From an optimization exercise on the open Yosys and OpenROAD flow, aimed at small area and a short achievable clock period; shortcuts taken in it are not production practice. Function not checked in this run: the RTL went through the layout flow alone.

<file path="flow/design.v">
module RGB_to_Gray(input CLK, input [7:0] R, input [7:0] G, input [7:0] B, input In_Valid, output reg [7:0] Gray, output reg Out_Valid);
    reg [7:0] r, g, b; reg v;
    always @(posedge CLK) begin r <= R; g <= G; b <= B; v <= In_Valid; end
    reg [3:0] kR;
    always @* begin
        if (r[7]) kR = ((r >= 8'd215) ? 4'd8 : 4'd7);
        else if (r[6]) kR = ((r >= 8'd108) ? 4'd7 : 4'd6);
        else if (r[5]) kR = ((r >= 8'd54) ? 4'd6 : 4'd5);
        else if (r[4]) kR = ((r >= 8'd27) ? 4'd5 : 4'd4);
        else if (r[3]) kR = ((r >= 8'd14) ? 4'd4 : 4'd3);
        else if (r[2]) kR = ((r >= 8'd7) ? 4'd3 : 4'd2);
        else if (r[1]) kR = 4'd1;
        else if (r[0]) kR = 4'd0;
        else kR = 4'd0;
    end
    reg [3:0] kG;
    always @* begin
        if (g[7]) kG = ((g >= 8'd219) ? 4'd8 : 4'd7);
        else if (g[6]) kG = ((g >= 8'd110) ? 4'd7 : 4'd6);
        else if (g[5]) kG = ((g >= 8'd55) ? 4'd6 : 4'd5);
        else if (g[4]) kG = ((g >= 8'd28) ? 4'd5 : 4'd4);
        else if (g[3]) kG = ((g >= 8'd14) ? 4'd4 : 4'd3);
        else if (g[2]) kG = ((g >= 8'd7) ? 4'd3 : 4'd2);
        else if (g[1]) kG = 4'd1;
        else if (g[0]) kG = 4'd0;
        else kG = 4'd0;
    end
    reg [3:0] kB;
    always @* begin
        if (b[7]) kB = ((b >= 8'd141) ? 4'd8 : 4'd7);
        else if (b[6]) kB = ((b >= 8'd71) ? 4'd7 : 4'd6);
        else if (b[5]) kB = ((b >= 8'd36) ? 4'd6 : 4'd5);
        else if (b[4]) kB = ((b >= 8'd18) ? 4'd5 : 4'd4);
        else if (b[3]) kB = ((b >= 8'd9) ? 4'd4 : 4'd3);
        else if (b[2]) kB = ((b >= 8'd5) ? 4'd3 : 4'd2);
        else if (b[1]) kB = ((b >= 8'd3) ? 4'd2 : 4'd1);
        else if (b[0]) kB = 4'd0;
        else kB = 4'd0;
    end
    wire n0 = ~r[7] ^ r[4];
    wire n1 = ~r[7] & r[4];
    wire n2 = r[5] ^ r[1];
    wire n3 = r[5] & r[1];
    wire n4 = ~r[0] ^ (kR > 4'd1);
    wire n5 = ~r[0] & (kR > 4'd1);
    wire n6 = ~r[1] ^ (kR > 4'd2);
    wire n7 = ~r[1] & (kR > 4'd2);
    wire n8 = ~r[2] ^ (kR > 4'd3);
    wire n9 = ~r[2] & (kR > 4'd3);
    wire n10 = ~r[3] ^ r[0] ^ (kR > 4'd4);
    wire n11 = (~r[3] & r[0]) | (~r[3] & (kR > 4'd4)) | (r[0] & (kR > 4'd4));
    wire n12 = ~r[4] ^ r[1] ^ (kR > 4'd5);
    wire n13 = (~r[4] & r[1]) | (~r[4] & (kR > 4'd5)) | (r[1] & (kR > 4'd5));
    wire n14 = ~r[5] ^ r[2] ^ (kR > 4'd6);
    wire n15 = (~r[5] & r[2]) | (~r[5] & (kR > 4'd6)) | (r[2] & (kR > 4'd6));
    wire n16 = ~r[6] ^ r[3] ^ (kR > 4'd7);
    wire n17 = (~r[6] & r[3]) | (~r[6] & (kR > 4'd7)) | (r[3] & (kR > 4'd7));
    wire n18 = n0 ^ r[0] ^ (kR > 4'd8);
    wire n19 = (n0 & r[0]) | (n0 & (kR > 4'd8)) | (r[0] & (kR > 4'd8));
    wire n20 = ~(n1 ^ n2);
    wire n21 = n1 | n2;
    wire [13:0] n22 = {1'b0, 1'b0, 1'b0, 1'b0, n21, n19, n17, n15, n13, n11, n9, n7, n5, n4} + {1'b0, 1'b0, 1'b0, 1'b0, n3, n20, n18, n16, n14, n12, n10, n8, n6, 1'b1};
    wire n23 = g[6] ^ g[2];
    wire n24 = g[6] & g[2];
    wire n25 = n23 ^ ~g[0];
    wire n26 = n23 & ~g[0];
    wire n27 = n24 ^ g[7] ^ g[3];
    wire n28 = (n24 & g[7]) | (n24 & g[3]) | (g[7] & g[3]);
    wire n29 = g[4] ^ g[0];
    wire n30 = g[4] & g[0];
    wire n31 = g[5] ^ g[1] ^ (kG > 4'd7);
    wire n32 = (g[5] & g[1]) | (g[5] & (kG > 4'd7)) | (g[1] & (kG > 4'd7));
    wire n33 = ~(n25 ^ (kG > 4'd8));
    wire n34 = n25 | (kG > 4'd8);
    wire n35 = n26 ^ n27 ^ ~g[1];
    wire n36 = (n26 & n27) | (n26 & ~g[1]) | (n27 & ~g[1]);
    wire [13:0] n37 = {1'b0, 1'b0, 1'b0, 1'b0, n36, n34, n32, n30, n29, g[3], g[2], g[1], g[0], (kG > 4'd1)} + {1'b0, 1'b0, 1'b0, 1'b0, n28, n35, n33, n31, (kG > 4'd6), (kG > 4'd5), (kG > 4'd4), (kG > 4'd3), (kG > 4'd2), 1'b0};
    wire n38 = r[6] ^ ~r[4];
    wire n39 = r[6] & ~r[4];
    wire n40 = r[7] ^ r[3] ^ ~r[1];
    wire n41 = (r[7] & r[3]) | (r[7] & ~r[1]) | (r[3] & ~r[1]);
    wire n42 = g[4] ^ ~g[2];
    wire n43 = g[4] & ~g[2];
    wire n44 = r[4] ^ ~r[2] ^ ~r[0];
    wire n45 = (r[4] & ~r[2]) | (r[4] & ~r[0]) | (~r[2] & ~r[0]);
    wire n46 = g[5] ^ ~g[3] ^ ~g[1];
    wire n47 = (g[5] & ~g[3]) | (g[5] & ~g[1]) | (~g[3] & ~g[1]);
    wire n48 = n22[11] ^ n37[10];
    wire n49 = n22[11] & n37[10];
    wire n50 = r[5] ^ ~r[3] ^ ~r[1];
    wire n51 = (r[5] & ~r[3]) | (r[5] & ~r[1]) | (~r[3] & ~r[1]);
    wire n52 = g[6] ^ ~g[4] ^ ~g[2];
    wire n53 = (g[6] & ~g[4]) | (g[6] & ~g[2]) | (~g[4] & ~g[2]);
    wire n54 = g[0] ^ n22[12] ^ n37[11];
    wire n55 = (g[0] & n22[12]) | (g[0] & n37[11]) | (n22[12] & n37[11]);
    wire n56 = n38 ^ ~r[2] ^ r[0];
    wire n57 = (n38 & ~r[2]) | (n38 & r[0]) | (~r[2] & r[0]);
    wire n58 = g[7] ^ ~g[5] ^ ~g[3];
    wire n59 = (g[7] & ~g[5]) | (g[7] & ~g[3]) | (~g[5] & ~g[3]);
    wire n60 = g[1] ^ n22[13] ^ n37[12];
    wire n61 = (g[1] & n22[13]) | (g[1] & n37[12]) | (n22[13] & n37[12]);
    wire n62 = n39 ^ r[7] ^ ~r[5];
    wire n63 = (n39 & r[7]) | (n39 & ~r[5]) | (r[7] & ~r[5]);
    wire n64 = ~r[3] ^ r[1] ^ ~g[6];
    wire n65 = (~r[3] & r[1]) | (~r[3] & ~g[6]) | (r[1] & ~g[6]);
    wire n66 = ~g[4] ^ g[2] ^ n37[13];
    wire n67 = (~g[4] & g[2]) | (~g[4] & n37[13]) | (g[2] & n37[13]);
    wire n68 = ~r[6] ^ ~r[4] ^ r[2];
    wire n69 = (~r[6] & ~r[4]) | (~r[6] & r[2]) | (~r[4] & r[2]);
    wire n70 = ~g[7] ^ ~g[5] ^ g[3];
    wire n71 = (~g[7] & ~g[5]) | (~g[7] & g[3]) | (~g[5] & g[3]);
    wire n72 = ~r[7] ^ ~r[5] ^ r[3];
    wire n73 = (~r[7] & ~r[5]) | (~r[7] & r[3]) | (~r[5] & r[3]);
    wire n74 = r[0] ^ ~g[6] ^ g[4];
    wire n75 = (r[0] & ~g[6]) | (r[0] & g[4]) | (~g[6] & g[4]);
    wire n76 = ~r[6] ^ r[4] ^ r[1];
    wire n77 = (~r[6] & r[4]) | (~r[6] & r[1]) | (r[4] & r[1]);
    wire n78 = ~r[7] ^ r[5] ^ r[2];
    wire n79 = (~r[7] & r[5]) | (~r[7] & r[2]) | (r[5] & r[2]);
    wire n80 = r[6] ^ r[3] ^ ~r[0];
    wire n81 = (r[6] & r[3]) | (r[6] & ~r[0]) | (r[3] & ~r[0]);
    wire n82 = r[7] ^ r[4];
    wire n83 = r[7] & r[4];
    wire n84 = r[5] ^ ~r[2];
    wire n85 = r[5] & ~r[2];
    wire n86 = r[6] ^ ~r[3] ^ r[1];
    wire n87 = (r[6] & ~r[3]) | (r[6] & r[1]) | (~r[3] & r[1]);
    wire n88 = r[7] ^ ~r[4] ^ r[2];
    wire n89 = (r[7] & ~r[4]) | (r[7] & r[2]) | (~r[4] & r[2]);
    wire n90 = ~r[5] ^ r[3] ^ r[1];
    wire n91 = (~r[5] & r[3]) | (~r[5] & r[1]) | (r[3] & r[1]);
    wire n92 = ~r[6] ^ r[4] ^ r[2];
    wire n93 = (~r[6] & r[4]) | (~r[6] & r[2]) | (r[4] & r[2]);
    wire n94 = ~r[7] ^ r[5] ^ r[3];
    wire n95 = (~r[7] & r[5]) | (~r[7] & r[3]) | (r[5] & r[3]);
    wire n96 = r[6] ^ r[2];
    wire n97 = r[6] & r[2];
    wire n98 = n40 ^ n42 ^ ~g[0];
    wire n99 = (n40 & n42) | (n40 & ~g[0]) | (n42 & ~g[0]);
    wire n100 = n22[10] ^ n37[9];
    wire n101 = n22[10] & n37[9];
    wire n102 = n41 ^ n43 ^ n44;
    wire n103 = (n41 & n43) | (n41 & n44) | (n43 & n44);
    wire n104 = ~(n46 ^ n48);
    wire n105 = n46 | n48;
    wire n106 = n45 ^ n47 ^ n49;
    wire n107 = (n45 & n47) | (n45 & n49) | (n47 & n49);
    wire n108 = n50 ^ n52 ^ n54;
    wire n109 = (n50 & n52) | (n50 & n54) | (n52 & n54);
    wire n110 = n51 ^ n53 ^ n55;
    wire n111 = (n51 & n53) | (n51 & n55) | (n53 & n55);
    wire n112 = n56 ^ n58 ^ n60;
    wire n113 = (n56 & n58) | (n56 & n60) | (n58 & n60);
    wire n114 = n57 ^ n59 ^ n61;
    wire n115 = (n57 & n59) | (n57 & n61) | (n59 & n61);
    wire n116 = n62 ^ n64 ^ n66;
    wire n117 = (n62 & n64) | (n62 & n66) | (n64 & n66);
    wire n118 = n63 ^ n65 ^ n67;
    wire n119 = (n63 & n65) | (n63 & n67) | (n65 & n67);
    wire n120 = n68 ^ n70 ^ g[0];
    wire n121 = (n68 & n70) | (n68 & g[0]) | (n70 & g[0]);
    wire n122 = n69 ^ n71 ^ n72;
    wire n123 = (n69 & n71) | (n69 & n72) | (n71 & n72);
    wire n124 = ~(n74 ^ g[1]);
    wire n125 = n74 | g[1];
    wire n126 = n73 ^ n75 ^ n76;
    wire n127 = (n73 & n75) | (n73 & n76) | (n75 & n76);
    wire n128 = ~g[7] ^ g[5] ^ g[2];
    wire n129 = (~g[7] & g[5]) | (~g[7] & g[2]) | (g[5] & g[2]);
    wire n130 = n77 ^ n78 ^ g[6];
    wire n131 = (n77 & n78) | (n77 & g[6]) | (n78 & g[6]);
    wire n132 = ~(g[3] ^ ~g[0]);
    wire n133 = g[3] | ~g[0];
    wire n134 = n79 ^ n80 ^ g[7];
    wire n135 = (n79 & n80) | (n79 & g[7]) | (n80 & g[7]);
    wire n136 = ~(g[4] ^ ~g[1]);
    wire n137 = g[4] | ~g[1];
    wire n138 = n81 ^ n82 ^ ~r[1];
    wire n139 = (n81 & n82) | (n81 & ~r[1]) | (n82 & ~r[1]);
    wire n140 = g[5] ^ ~g[2] ^ ~g[0];
    wire n141 = (g[5] & ~g[2]) | (g[5] & ~g[0]) | (~g[2] & ~g[0]);
    wire n142 = n83 ^ n84 ^ r[0];
    wire n143 = (n83 & n84) | (n83 & r[0]) | (n84 & r[0]);
    wire n144 = g[6] ^ ~g[3] ^ ~g[1];
    wire n145 = (g[6] & ~g[3]) | (g[6] & ~g[1]) | (~g[3] & ~g[1]);
    wire n146 = n85 ^ n86 ^ g[7];
    wire n147 = (n85 & n86) | (n85 & g[7]) | (n86 & g[7]);
    wire n148 = ~g[4] ^ ~g[2] ^ g[0];
    wire n149 = (~g[4] & ~g[2]) | (~g[4] & g[0]) | (~g[2] & g[0]);
    wire n150 = n87 ^ n88 ^ r[0];
    wire n151 = (n87 & n88) | (n87 & r[0]) | (n88 & r[0]);
    wire n152 = ~g[5] ^ ~g[3] ^ g[1];
    wire n153 = (~g[5] & ~g[3]) | (~g[5] & g[1]) | (~g[3] & g[1]);
    wire n154 = n89 ^ n90 ^ ~g[6];
    wire n155 = (n89 & n90) | (n89 & ~g[6]) | (n90 & ~g[6]);
    wire n156 = ~g[4] ^ g[2] ^ g[0];
    wire n157 = (~g[4] & g[2]) | (~g[4] & g[0]) | (g[2] & g[0]);
    wire n158 = n91 ^ n92 ^ ~g[7];
    wire n159 = (n91 & n92) | (n91 & ~g[7]) | (n92 & ~g[7]);
    wire n160 = ~g[5] ^ g[3] ^ g[1];
    wire n161 = (~g[5] & g[3]) | (~g[5] & g[1]) | (g[3] & g[1]);
    wire n162 = n93 ^ n94 ^ ~g[6];
    wire n163 = (n93 & n94) | (n93 & ~g[6]) | (n94 & ~g[6]);
    wire n164 = ~(g[4] ^ g[2]);
    wire n165 = g[4] | g[2];
    wire n166 = n95 ^ r[6] ^ r[4];
    wire n167 = (n95 & r[6]) | (n95 & r[4]) | (r[6] & r[4]);
    wire n168 = ~g[7] ^ g[5] ^ g[3];
    wire n169 = (~g[7] & g[5]) | (~g[7] & g[3]) | (g[5] & g[3]);
    wire n170 = r[7] ^ r[5] ^ g[6];
    wire n171 = (r[7] & r[5]) | (r[7] & g[6]) | (r[5] & g[6]);
    wire n172 = r[6] ^ g[7];
    wire n173 = r[6] & g[7];
    wire n174 = n96 ^ ~r[0];
    wire n175 = n96 & ~r[0];
    wire n176 = n97 ^ n98 ^ n100;
    wire n177 = (n97 & n98) | (n97 & n100) | (n98 & n100);
    wire n178 = n99 ^ n101 ^ n102;
    wire n179 = (n99 & n101) | (n99 & n102) | (n101 & n102);
    wire n180 = n103 ^ n105 ^ n106;
    wire n181 = (n103 & n105) | (n103 & n106) | (n105 & n106);
    wire n182 = n107 ^ n109 ^ n110;
    wire n183 = (n107 & n109) | (n107 & n110) | (n109 & n110);
    wire n184 = n111 ^ n113 ^ n114;
    wire n185 = (n111 & n113) | (n111 & n114) | (n113 & n114);
    wire n186 = n115 ^ n117 ^ n118;
    wire n187 = (n115 & n117) | (n115 & n118) | (n117 & n118);
    wire n188 = n119 ^ n121 ^ n122;
    wire n189 = (n119 & n121) | (n119 & n122) | (n121 & n122);
    wire n190 = n123 ^ n125 ^ n126;
    wire n191 = (n123 & n125) | (n123 & n126) | (n125 & n126);
    wire n192 = n127 ^ n129 ^ n130;
    wire n193 = (n127 & n129) | (n127 & n130) | (n129 & n130);
    wire n194 = n131 ^ n133 ^ n134;
    wire n195 = (n131 & n133) | (n131 & n134) | (n133 & n134);
    wire n196 = n135 ^ n137 ^ n138;
    wire n197 = (n135 & n137) | (n135 & n138) | (n137 & n138);
    wire n198 = n139 ^ n141 ^ n142;
    wire n199 = (n139 & n141) | (n139 & n142) | (n141 & n142);
    wire n200 = n143 ^ n145 ^ n146;
    wire n201 = (n143 & n145) | (n143 & n146) | (n145 & n146);
    wire n202 = n147 ^ n149 ^ n150;
    wire n203 = (n147 & n149) | (n147 & n150) | (n149 & n150);
    wire n204 = n151 ^ n153 ^ n154;
    wire n205 = (n151 & n153) | (n151 & n154) | (n153 & n154);
    wire n206 = n155 ^ n157 ^ n158;
    wire n207 = (n155 & n157) | (n155 & n158) | (n157 & n158);
    wire n208 = n159 ^ n161 ^ n162;
    wire n209 = (n159 & n161) | (n159 & n162) | (n161 & n162);
    wire n210 = n163 ^ n165 ^ n166;
    wire n211 = (n163 & n165) | (n163 & n166) | (n165 & n166);
    wire n212 = n167 ^ n169 ^ n170;
    wire n213 = (n167 & n169) | (n167 & n170) | (n169 & n170);
    wire n214 = n171 ^ n172 ^ g[5];
    wire n215 = (n171 & n172) | (n171 & g[5]) | (n172 & g[5]);
    wire n216 = n173 ^ r[7] ^ g[6];
    wire n217 = (n173 & r[7]) | (n173 & g[6]) | (r[7] & g[6]);
    wire n218 = n174 ^ n22[9];
    wire n219 = n174 & n22[9];
    wire n220 = ~(n175 ^ n176);
    wire n221 = n175 | n176;
    wire n222 = n177 ^ n178 ^ n104;
    wire n223 = (n177 & n178) | (n177 & n104) | (n178 & n104);
    wire n224 = n179 ^ n180 ^ n108;
    wire n225 = (n179 & n180) | (n179 & n108) | (n180 & n108);
    wire n226 = n181 ^ n182 ^ n112;
    wire n227 = (n181 & n182) | (n181 & n112) | (n182 & n112);
    wire n228 = n183 ^ n184 ^ n116;
    wire n229 = (n183 & n184) | (n183 & n116) | (n184 & n116);
    wire n230 = n185 ^ n186 ^ n120;
    wire n231 = (n185 & n186) | (n185 & n120) | (n186 & n120);
    wire n232 = n187 ^ n188 ^ n124;
    wire n233 = (n187 & n188) | (n187 & n124) | (n188 & n124);
    wire n234 = n189 ^ n190 ^ n128;
    wire n235 = (n189 & n190) | (n189 & n128) | (n190 & n128);
    wire n236 = n191 ^ n192 ^ n132;
    wire n237 = (n191 & n192) | (n191 & n132) | (n192 & n132);
    wire n238 = n193 ^ n194 ^ n136;
    wire n239 = (n193 & n194) | (n193 & n136) | (n194 & n136);
    wire n240 = n195 ^ n196 ^ n140;
    wire n241 = (n195 & n196) | (n195 & n140) | (n196 & n140);
    wire n242 = n197 ^ n198 ^ n144;
    wire n243 = (n197 & n198) | (n197 & n144) | (n198 & n144);
    wire n244 = n199 ^ n200 ^ n148;
    wire n245 = (n199 & n200) | (n199 & n148) | (n200 & n148);
    wire n246 = n201 ^ n202 ^ n152;
    wire n247 = (n201 & n202) | (n201 & n152) | (n202 & n152);
    wire n248 = n203 ^ n204 ^ n156;
    wire n249 = (n203 & n204) | (n203 & n156) | (n204 & n156);
    wire n250 = n205 ^ n206 ^ n160;
    wire n251 = (n205 & n206) | (n205 & n160) | (n206 & n160);
    wire n252 = n207 ^ n208 ^ n164;
    wire n253 = (n207 & n208) | (n207 & n164) | (n208 & n164);
    wire n254 = n209 ^ n210 ^ n168;
    wire n255 = (n209 & n210) | (n209 & n168) | (n210 & n168);
    wire n256 = n211 ^ n212 ^ g[4];
    wire n257 = (n211 & n212) | (n211 & g[4]) | (n212 & g[4]);
    wire n258 = ~(n213 ^ n214);
    wire n259 = n213 | n214;
    wire n260 = ~(n215 ^ n216);
    wire n261 = n215 | n216;
    wire n262 = ~(n217 ^ g[7]);
    wire n263 = n217 | g[7];
    wire [33:0] n264 = {1'b1, n263, n261, n259, n257, n255, n253, n251, n249, n247, n245, n243, n241, n239, n237, n235, n233, n231, n229, n227, n225, n223, n221, n219, n218, (n22[8] & (kR <= 4'd8)), (n22[7] & (kR <= 4'd7)), (n22[6] & (kR <= 4'd6)), (n22[5] & (kR <= 4'd5)), (n22[4] & (kR <= 4'd4)), (n22[3] & (kR <= 4'd3)), (n22[2] & (kR <= 4'd2)), (n22[1] & (kR <= 4'd1)), (n22[0] & (kR <= 4'd0))} + {1'b0, 1'b1, n262, n260, n258, n256, n254, n252, n250, n248, n246, n244, n242, n240, n238, n236, n234, n232, n230, n228, n226, n224, n222, n220, (n37[8] & (kG <= 4'd8)), (n37[7] & (kG <= 4'd7)), (n37[6] & (kG <= 4'd6)), (n37[5] & (kG <= 4'd5)), (n37[4] & (kG <= 4'd4)), (n37[3] & (kG <= 4'd3)), (n37[2] & (kG <= 4'd2)), (n37[1] & (kG <= 4'd1)), (n37[0] & (kG <= 4'd0)), 1'b0};
    reg [3:0] s;
    always @* begin
        casez (n264[32:24])
            9'b1????????: s = 4'd9;
            9'b01???????: s = 4'd8;
            9'b001??????: s = 4'd7;
            9'b0001?????: s = 4'd6;
            9'b00001????: s = 4'd5;
            9'b000001???: s = 4'd4;
            9'b0000001??: s = 4'd3;
            9'b00000001?: s = 4'd2;
            9'b000000001: s = 4'd1;
            default: s = 4'd0;
        endcase
    end
    wire n265 = b[6] ^ b[4] ^ b[2];
    wire n266 = (b[6] & b[4]) | (b[6] & b[2]) | (b[4] & b[2]);
    wire n267 = b[7] ^ b[5] ^ b[3];
    wire n268 = (b[7] & b[5]) | (b[7] & b[3]) | (b[5] & b[3]);
    wire n269 = b[6] ^ b[4];
    wire n270 = b[6] & b[4];
    wire n271 = b[7] ^ b[5];
    wire n272 = b[7] & b[5];
    wire n273 = b[4] ^ b[2];
    wire n274 = b[4] & b[2];
    wire n275 = b[5] ^ b[3] ^ b[1];
    wire n276 = (b[5] & b[3]) | (b[5] & b[1]) | (b[3] & b[1]);
    wire n277 = n265 ^ ~b[0] ^ (kB > 4'd7);
    wire n278 = (n265 & ~b[0]) | (n265 & (kB > 4'd7)) | (~b[0] & (kB > 4'd7));
    wire n279 = n266 ^ n267 ^ ~b[1];
    wire n280 = (n266 & n267) | (n266 & ~b[1]) | (n267 & ~b[1]);
    wire n281 = n268 ^ n269 ^ ~b[2];
    wire n282 = (n268 & n269) | (n268 & ~b[2]) | (n269 & ~b[2]);
    wire n283 = n270 ^ n271 ^ ~b[3];
    wire n284 = (n270 & n271) | (n270 & ~b[3]) | (n271 & ~b[3]);
    wire n285 = n272 ^ b[6] ^ ~b[4];
    wire n286 = (n272 & b[6]) | (n272 & ~b[4]) | (b[6] & ~b[4]);
    wire n287 = b[2] ^ b[0];
    wire n288 = b[2] & b[0];
    wire n289 = b[3] ^ b[1] ^ (kB > 4'd4);
    wire n290 = (b[3] & b[1]) | (b[3] & (kB > 4'd4)) | (b[1] & (kB > 4'd4));
    wire n291 = n273 ^ b[0] ^ (kB > 4'd5);
    wire n292 = (n273 & b[0]) | (n273 & (kB > 4'd5)) | (b[0] & (kB > 4'd5));
    wire n293 = n274 ^ n275 ^ (kB > 4'd6);
    wire n294 = (n274 & n275) | (n274 & (kB > 4'd6)) | (n275 & (kB > 4'd6));
    wire n295 = ~(n276 ^ n277);
    wire n296 = n276 | n277;
    wire n297 = n278 ^ n279 ^ (kB > 4'd8);
    wire n298 = (n278 & n279) | (n278 & (kB > 4'd8)) | (n279 & (kB > 4'd8));
    wire n299 = n280 ^ n281 ^ b[0];
    wire n300 = (n280 & n281) | (n280 & b[0]) | (n281 & b[0]);
    wire n301 = n282 ^ n283 ^ b[1];
    wire n302 = (n282 & n283) | (n282 & b[1]) | (n283 & b[1]);
    wire n303 = n284 ^ n285 ^ b[2];
    wire n304 = (n284 & n285) | (n284 & b[2]) | (n285 & b[2]);
    wire [15:0] n305 = {1'b0, 1'b0, 1'b0, 1'b0, n304, n302, n300, n298, n296, n294, n292, n290, n288, n287, b[1], b[0]} + {1'b0, 1'b0, 1'b0, 1'b0, n286, n303, n301, n299, n297, n295, n293, n291, n289, (kB > 4'd3), (kB > 4'd2), (kB > 4'd1)};
    wire n306 = n264[9] ^ b[7];
    wire n307 = n264[9] & b[7];
    wire n308 = n306 ^ ~b[5] ^ b[3];
    wire n309 = (n306 & ~b[5]) | (n306 & b[3]) | (~b[5] & b[3]);
    wire n310 = n307 ^ n264[10] ^ ~b[6];
    wire n311 = (n307 & n264[10]) | (n307 & ~b[6]) | (n264[10] & ~b[6]);
    wire n312 = b[4] ^ ~b[1];
    wire n313 = b[4] & ~b[1];
    wire n314 = n264[11] ^ ~b[7] ^ b[5];
    wire n315 = (n264[11] & ~b[7]) | (n264[11] & b[5]) | (~b[7] & b[5]);
    wire n316 = ~b[2] ^ n305[13];
    wire n317 = ~b[2] & n305[13];
    wire n318 = n264[12] ^ b[6] ^ ~b[3];
    wire n319 = (n264[12] & b[6]) | (n264[12] & ~b[3]) | (b[6] & ~b[3]);
    wire n320 = ~n305[14];
    wire n321 = n264[13] ^ b[7] ^ ~b[4];
    wire n322 = (n264[13] & b[7]) | (n264[13] & ~b[4]) | (b[7] & ~b[4]);
    wire n323 = ~b[0] ^ n305[15];
    wire n324 = ~b[0] & n305[15];
    wire n325 = n264[14] ^ ~b[5];
    wire n326 = n264[14] & ~b[5];
    wire n327 = n264[15] ^ ~b[6];
    wire n328 = n264[15] & ~b[6];
    wire n329 = n264[16] ^ ~b[7];
    wire n330 = n264[16] & ~b[7];
    wire n331 = n264[17] ^ ~b[4] ^ b[2];
    wire n332 = (n264[17] & ~b[4]) | (n264[17] & b[2]) | (~b[4] & b[2]);
    wire n333 = n264[18] ^ ~b[5] ^ b[3];
    wire n334 = (n264[18] & ~b[5]) | (n264[18] & b[3]) | (~b[5] & b[3]);
    wire n335 = n264[19] ^ ~b[6] ^ b[4];
    wire n336 = (n264[19] & ~b[6]) | (n264[19] & b[4]) | (~b[6] & b[4]);
    wire n337 = n264[20] ^ ~b[7] ^ b[5];
    wire n338 = (n264[20] & ~b[7]) | (n264[20] & b[5]) | (~b[7] & b[5]);
    wire n339 = n264[21] ^ b[6] ^ b[4];
    wire n340 = (n264[21] & b[6]) | (n264[21] & b[4]) | (b[6] & b[4]);
    wire n341 = n264[22] ^ b[7] ^ b[5];
    wire n342 = (n264[22] & b[7]) | (n264[22] & b[5]) | (b[7] & b[5]);
    wire n343 = ~b[3] ^ b[0];
    wire n344 = ~b[3] & b[0];
    wire n345 = n264[23] ^ b[6] ^ ~b[4];
    wire n346 = (n264[23] & b[6]) | (n264[23] & ~b[4]) | (b[6] & ~b[4]);
    wire n347 = ~b[1];
    wire n348 = n264[24] ^ b[7] ^ ~b[5];
    wire n349 = (n264[24] & b[7]) | (n264[24] & ~b[5]) | (b[7] & ~b[5]);
    wire n350 = ~b[2];
    wire n351 = n264[25] ^ ~b[6] ^ b[3];
    wire n352 = (n264[25] & ~b[6]) | (n264[25] & b[3]) | (~b[6] & b[3]);
    wire n353 = n264[26] ^ ~b[7];
    wire n354 = n264[26] & ~b[7];
    wire n355 = n308 ^ ~b[0];
    wire n356 = n308 & ~b[0];
    wire n357 = n309 ^ n310 ^ n312;
    wire n358 = (n309 & n310) | (n309 & n312) | (n310 & n312);
    wire n359 = n311 ^ n313 ^ n314;
    wire n360 = (n311 & n313) | (n311 & n314) | (n313 & n314);
    wire n361 = n315 ^ n317 ^ n318;
    wire n362 = (n315 & n317) | (n315 & n318) | (n317 & n318);
    wire n363 = n319 ^ n305[14] ^ n321;
    wire n364 = (n319 & n305[14]) | (n319 & n321) | (n305[14] & n321);
    wire n365 = n322 ^ n324 ^ n325;
    wire n366 = (n322 & n324) | (n322 & n325) | (n324 & n325);
    wire n367 = n326 ^ n327 ^ ~b[2];
    wire n368 = (n326 & n327) | (n326 & ~b[2]) | (n327 & ~b[2]);
    wire n369 = n328 ^ n329 ^ ~b[3];
    wire n370 = (n328 & n329) | (n328 & ~b[3]) | (n329 & ~b[3]);
    wire n371 = n330 ^ n331 ^ b[0];
    wire n372 = (n330 & n331) | (n330 & b[0]) | (n331 & b[0]);
    wire n373 = n332 ^ n333 ^ b[1];
    wire n374 = (n332 & n333) | (n332 & b[1]) | (n333 & b[1]);
    wire n375 = n334 ^ n335 ^ b[2];
    wire n376 = (n334 & n335) | (n334 & b[2]) | (n335 & b[2]);
    wire n377 = n336 ^ n337 ^ b[3];
    wire n378 = (n336 & n337) | (n336 & b[3]) | (n337 & b[3]);
    wire n379 = n338 ^ n339 ^ ~b[2];
    wire n380 = (n338 & n339) | (n338 & ~b[2]) | (n339 & ~b[2]);
    wire n381 = n340 ^ n341 ^ n343;
    wire n382 = (n340 & n341) | (n340 & n343) | (n341 & n343);
    wire n383 = n342 ^ n344 ^ n345;
    wire n384 = (n342 & n344) | (n342 & n345) | (n344 & n345);
    wire n385 = n346 ^ b[1] ^ n348;
    wire n386 = (n346 & b[1]) | (n346 & n348) | (b[1] & n348);
    wire n387 = n349 ^ b[2] ^ n351;
    wire n388 = (n349 & b[2]) | (n349 & n351) | (b[2] & n351);
    wire n389 = n352 ^ n353 ^ b[4];
    wire n390 = (n352 & n353) | (n352 & b[4]) | (n353 & b[4]);
    wire n391 = n354 ^ n264[27];
    wire n392 = n354 & n264[27];
    wire n393 = n264[28] ^ b[6];
    wire n394 = n264[28] & b[6];
    wire n395 = n264[29] ^ b[7];
    wire n396 = n264[29] & b[7];
    wire n397 = n355 ^ n305[11];
    wire n398 = n355 & n305[11];
    wire n399 = n356 ^ n357 ^ n305[12];
    wire n400 = (n356 & n357) | (n356 & n305[12]) | (n357 & n305[12]);
    wire n401 = n358 ^ n359 ^ n316;
    wire n402 = (n358 & n359) | (n358 & n316) | (n359 & n316);
    wire n403 = n360 ^ n361 ^ n320;
    wire n404 = (n360 & n361) | (n360 & n320) | (n361 & n320);
    wire n405 = n362 ^ n363 ^ n323;
    wire n406 = (n362 & n363) | (n362 & n323) | (n363 & n323);
    wire n407 = n364 ^ n365 ^ ~b[1];
    wire n408 = (n364 & n365) | (n364 & ~b[1]) | (n365 & ~b[1]);
    wire n409 = n366 ^ n367 ^ b[0];
    wire n410 = (n366 & n367) | (n366 & b[0]) | (n367 & b[0]);
    wire n411 = n368 ^ n369 ^ b[1];
    wire n412 = (n368 & n369) | (n368 & b[1]) | (n369 & b[1]);
    wire n413 = ~(n370 ^ n371);
    wire n414 = n370 | n371;
    wire n415 = ~(n372 ^ n373);
    wire n416 = n372 | n373;
    wire n417 = n374 ^ n375 ^ ~b[0];
    wire n418 = (n374 & n375) | (n374 & ~b[0]) | (n375 & ~b[0]);
    wire n419 = n376 ^ n377 ^ ~b[1];
    wire n420 = (n376 & n377) | (n376 & ~b[1]) | (n377 & ~b[1]);
    wire n421 = ~(n378 ^ n379);
    wire n422 = n378 | n379;
    wire n423 = ~(n380 ^ n381);
    wire n424 = n380 | n381;
    wire n425 = n382 ^ n383 ^ n347;
    wire n426 = (n382 & n383) | (n382 & n347) | (n383 & n347);
    wire n427 = n384 ^ n385 ^ n350;
    wire n428 = (n384 & n385) | (n384 & n350) | (n385 & n350);
    wire n429 = ~(n386 ^ n387);
    wire n430 = n386 | n387;
    wire n431 = ~(n388 ^ n389);
    wire n432 = n388 | n389;
    wire n433 = n390 ^ n391 ^ b[5];
    wire n434 = (n390 & n391) | (n390 & b[5]) | (n391 & b[5]);
    wire n435 = ~(n392 ^ n393);
    wire n436 = n392 | n393;
    wire n437 = ~(n394 ^ n395);
    wire n438 = n394 | n395;
    wire n439 = ~(n396 ^ n264[30]);
    wire n440 = n396 | n264[30];
    wire n441 = ~n264[31];
    wire n442 = ~n264[32];
    wire [32:0] n443 = {n264[31], n440, n438, n436, n434, n432, n430, n428, n426, n424, n422, n420, n418, n416, n414, n412, n410, n408, n406, n404, n402, n400, n398, n397, n264[8], n264[7], n264[6], n264[5], n264[4], n264[3], n264[2], n264[1], n264[0]} + {n442, n441, n439, n437, n435, n433, n431, n429, n427, n425, n423, n421, n419, n417, n415, n413, n411, n409, n407, n405, n403, n401, n399, 1'b1, (n305[10] & (kB <= 4'd10) & (s + 4'd2 <= 4'd10)), (n305[9] & (kB <= 4'd9) & (s + 4'd2 <= 4'd9)), (n305[8] & (kB <= 4'd8) & (s + 4'd2 <= 4'd8)), (n305[7] & (kB <= 4'd7) & (s + 4'd2 <= 4'd7)), (n305[6] & (kB <= 4'd6) & (s + 4'd2 <= 4'd6)), (n305[5] & (kB <= 4'd5) & (s + 4'd2 <= 4'd5)), (n305[4] & (kB <= 4'd4) & (s + 4'd2 <= 4'd4)), (n305[3] & (kB <= 4'd3) & (s + 4'd2 <= 4'd3)), (n305[2] & (kB <= 4'd2) & (s + 4'd2 <= 4'd2))};
    always @(posedge CLK) begin Gray <= n443[32:25]; Out_Valid <= v; end
endmodule
</file>
<file path="flow/run.sh">
#!/bin/bash
# synth_recipe.tcl (not shown) runs the flow's synth.tcl, then flattens the netlist and writes it again
# the make line also repeats each setting of config.mk as NAME=value (left out here)
make -C /OpenROAD-flow-scripts/flow DESIGN_CONFIG=/design/flow/config.mk WORK_HOME=/design/flow/orfs CLKGATE_MAP_FILE= SYNTH_SCRIPT=/design/flow/synth_recipe.tcl finish
</file>
<file path="flow/config.mk">
export PLATFORM = sky130hd
export DESIGN_NAME = RGB_to_Gray
export DESIGN_NICKNAME = RGB_to_Gray
export VERILOG_FILES = /design/flow/design.v
export SDC_FILE = /design/flow/constraint.sdc
export NUM_CORES = 8
export LEC_CHECK = 0
export CAP_MARGIN = 20
export CORE_MARGIN = 2
export CORE_UTILIZATION = 40
export SLEW_MARGIN = 20
</file>
<file path="flow/constraint.sdc">
create_clock -name core_clock -period 16.0 [get_ports {CLK}]
set_input_delay 3.2000 -clock core_clock [delete_from_list [all_inputs] [get_ports {CLK}]]
set_output_delay 3.2000 -clock core_clock [all_outputs]
set_load 0.01 [all_outputs]
</file>
==> results.tsv <==
metric	value	unit
crit-reg2reg-launch	r[4]	
fp.dieW	160	um
hold_viol	0	
reg2reg_slack	5.19	ns
dp_slack	5.25	ns
antenna_found_initial	0	
fin_crit_sh	67.6	%
grt_pass1_wl	42200	um
placed_cells	1422	
rows	57	
path_class	flop to flop	
portBuffers	34	
min_path_type	flop to flop	
max-cap-violations	0	
cts_max_level	2	
grt_setup_unrepaired	false	
cts_resized	0	
synth_area_per_cell	9.06	um2
n_antenna_cell	0	
n_fill_cell	2457	
drt_pass1_iterations	6	
top_level_ports	35	
min_period	10.81	ns
post-cts-setup-buffers	0	
hpwl	22400	um
synthFlopType	dfxtp_1	
drc	0	
worst_setup_path_start_kind	flop	
synthToLayoutAreaGrowth	8.83	%
ys_seq_area_share	7.00	%
grt_max_degree	15	
setup_viol	0	
routabilityCongestion	0.905	
holdBufCountCts	0	
initial_core_util	40.3	%
gr-total-overflow	0	
detail-route-antenna-nets	0	
cp_slowest_cell	o311ai_0	
fp.dieH	160	um
r2r_end	Gray[7]	
first_global_vias	7898	
slew_headroom	41.9	%
core_area	24100	um2
drt_iter0_markers	388	
wl	25900	um
worstMarginPinSlew	0.870	ns
slowest_delay	0.73	ns
final.setup.worst_slack	5.19	ns
netlist_instances	1073	
critPathLaunch	r[4]	
die_area	25600	um2
cts-root-buf	clkbuf_16	
cts_sinks	34	
vias_per_cell	5.21	
end_kind	flop	
worstSkewPairLatency	0.29	ns
setup.worst_path.end	Gray[7]	
path_clk_slew	0.06	ns
finalClockSkew	0.00623	ns
synth_enable_flop_cells	0	
num_vias	7444	
syn-cell-area	9720	um2
status	complete, no violations	
final_max_slew_viol_count	0	
crit_fanout	12	
fmax	0.0925	GHz
final.setup.tns	0	ns
rr_worst_depth	46	
finalNonFillerCells	1430	
clockBufferDepth	2	
num-nets-final	1447	
synth_seq_cells	34	
cts_tree	done	
cp.required	16.22	ns
grt_usage	21.1	%
crit_top_cell	ha_1	
critical_path_arrival	11.03	ns
whs_path_depth	0	
drive_gt1_share	2.08	%
async_flop_share	0	%
yosysWarningCount	1	
wl_per_cell	18.1	um
ys_types	69	
cts_made_buffers	5	
registers in the layout (all words and copies together) (netlist names):
name,count
r,8
v,1
g,8
Out_Valid,1
Gray,8
b,8
cells by family (layout without fill, tap and decap cells):
group,Yosys count,in the layout,synth area share [%]
AO/OA/AOI/OAI,236,236,16.2
XOR/XNOR,50,50,4.51
adder cells (fa/ha/maj),316,316,52.3
buffers and inverters,231,262,8.97
flip-flops,34,34,7.00
multiplexers,3,3,0.322
other,2,4,0.0773
AND/OR/NAND/NOR,201,201,10.7
area by class of cell:
type	count	area (um2)	share of cell area [%]
clock buffers	7	143	1.35
clock inverters	1	5.00	0.0473
inverters	219	822	7.77
multi-input cells	810	8170	77.3
flip-flops and latches	34	681	6.43
well taps	324	405	3.83
repair buffers	35	348	3.29
critical path: cells and delay by family, from the launching register on:
kind / cells / cell delay [ns]
buf+inv: 4 / 0.62
xor+xnor: 3 / 0.71
flops: 1 / 0.51
fa+ha+maj: 9 / 3.26
compound gates: 22 / 4.43
simple gates: 8 / 1.19
placed cells by master, fill, tap and decap left out, types with 4 or more instances in the layout:
cell type / Yosys / routed
or3_1: 4 / 4
ha_1: 166 / 166
o31ai_1: 5 / 5
a211oi_1: 5 / 5
nor2b_1: 11 / 11
clkbuf_16: 0 / 5
a31oi_1: 11 / 11
fa_1: 150 / 150
xor2_1: 10 / 10
o21bai_1: 12 / 12
dfxtp_1: 34 / 34
a21boi_0: 5 / 5
inv_1: 218 / 218
o21a_1: 14 / 14
a21o_1: 36 / 36
and4_1: 4 / 4
nor3_1: 19 / 19
conb_1: 2 / 4
nand3_1: 22 / 22
o211ai_1: 7 / 7
nor2_1: 41 / 41
a21oi_1: 67 / 67
nand2_1: 39 / 39
xnor2_1: 40 / 40
nand2b_1: 17 / 17
and3_1: 10 / 10
nand4_1: 7 / 7
and2_1: 10 / 10
o21ai_0: 35 / 35
clkdlybuf4s50_1: 0 / 34
metrics by stage:
step | hold WS (ns) | utilization, % | instance area [um2]
finish | 0.332 | 43.9 | 10600
global placement | 0.310 | 43.3 | 10400
CTS | 0.334 | 43.9 | 10600
detailed placement | 0.319 | 43.3 | 10400
global route | 0.355 | 43.9 | 10600
floorplan | 0.310 | - | 9730
how the worst min path moves through the flow:
stage               slack, ns   endpoint  from
finish                   0.33  Out_Valid     v
global route             0.35  Out_Valid     v
CTS                      0.33  Out_Valid     v
detailed placement       0.32  Out_Valid     v
global placement         0.31  Out_Valid     v
floorplan                0.31  Out_Valid     v
Yosys cell counts, drive strengths merged (4+ instances only):
cell	instances	share of area, %
o31ai	5	0.39
buf	4	0.21
nor3	19	0.98
xor2	10	0.90
nand2b	17	1.1
inv	219	8.5
nand4	7	0.45
dfxtp	34	7.0
o21bai	12	0.93
and2	11	0.73
and4	4	0.36
nor2	41	1.6
fa	150	31
or2	4	0.26
nor2b	11	0.71
o21a	14	1.1
nand2	39	1.5
a21oi	68	3.5
a21o	36	2.8
nand3	22	1.1
o211ai	7	0.54
o21ai	38	2.0
and3	10	0.64
or3	4	0.26
a211oi	6	0.51
ha	166	21
xnor2	40	3.6
a31oi	12	0.84
clkbuf	8	0.31
a21boi	5	0.39
layer usage:
| metal | global-route usage, % | routed length (um) |
|---|---|---|
| met1 | 27.5 | 11700 |
| met2 | 36.0 | 12300 |
| met3 | 2.31 | 831 |
| met4 | 8.64 | 1140 |
| met5 | 0 | 0 |

## port drivers added, routing unchanged
The flow's constraints put no driver on any port. The routed layout listed below was extracted and timed again, unchanged, in two steps.
Step 1 assumes that a clkbuf_16 drives the clock port and a buf_2 every other input.
Step 2 adds t to the input delays and takes it off the output delays; t is the mean of the earliest and latest rising clock arrival at the registers after step 1. Input paths then give back, and output paths get back, about the clock's delay inside the block.
a / b / c = no drivers / after step 1 / after step 2; a / b = the first two.
shift t [ns]: 0.337
setup slack, ns: 5.188 / 5.188 / 5.188
worst hold slack (ns): 0.332 / 0.332 / 0.332
cell pins on the clock port's net: 1
After both steps this run still meets setup and hold. For this run, drivers alone change the setup slack by 0.000 ns; drivers and shift together by 0.000 ns.
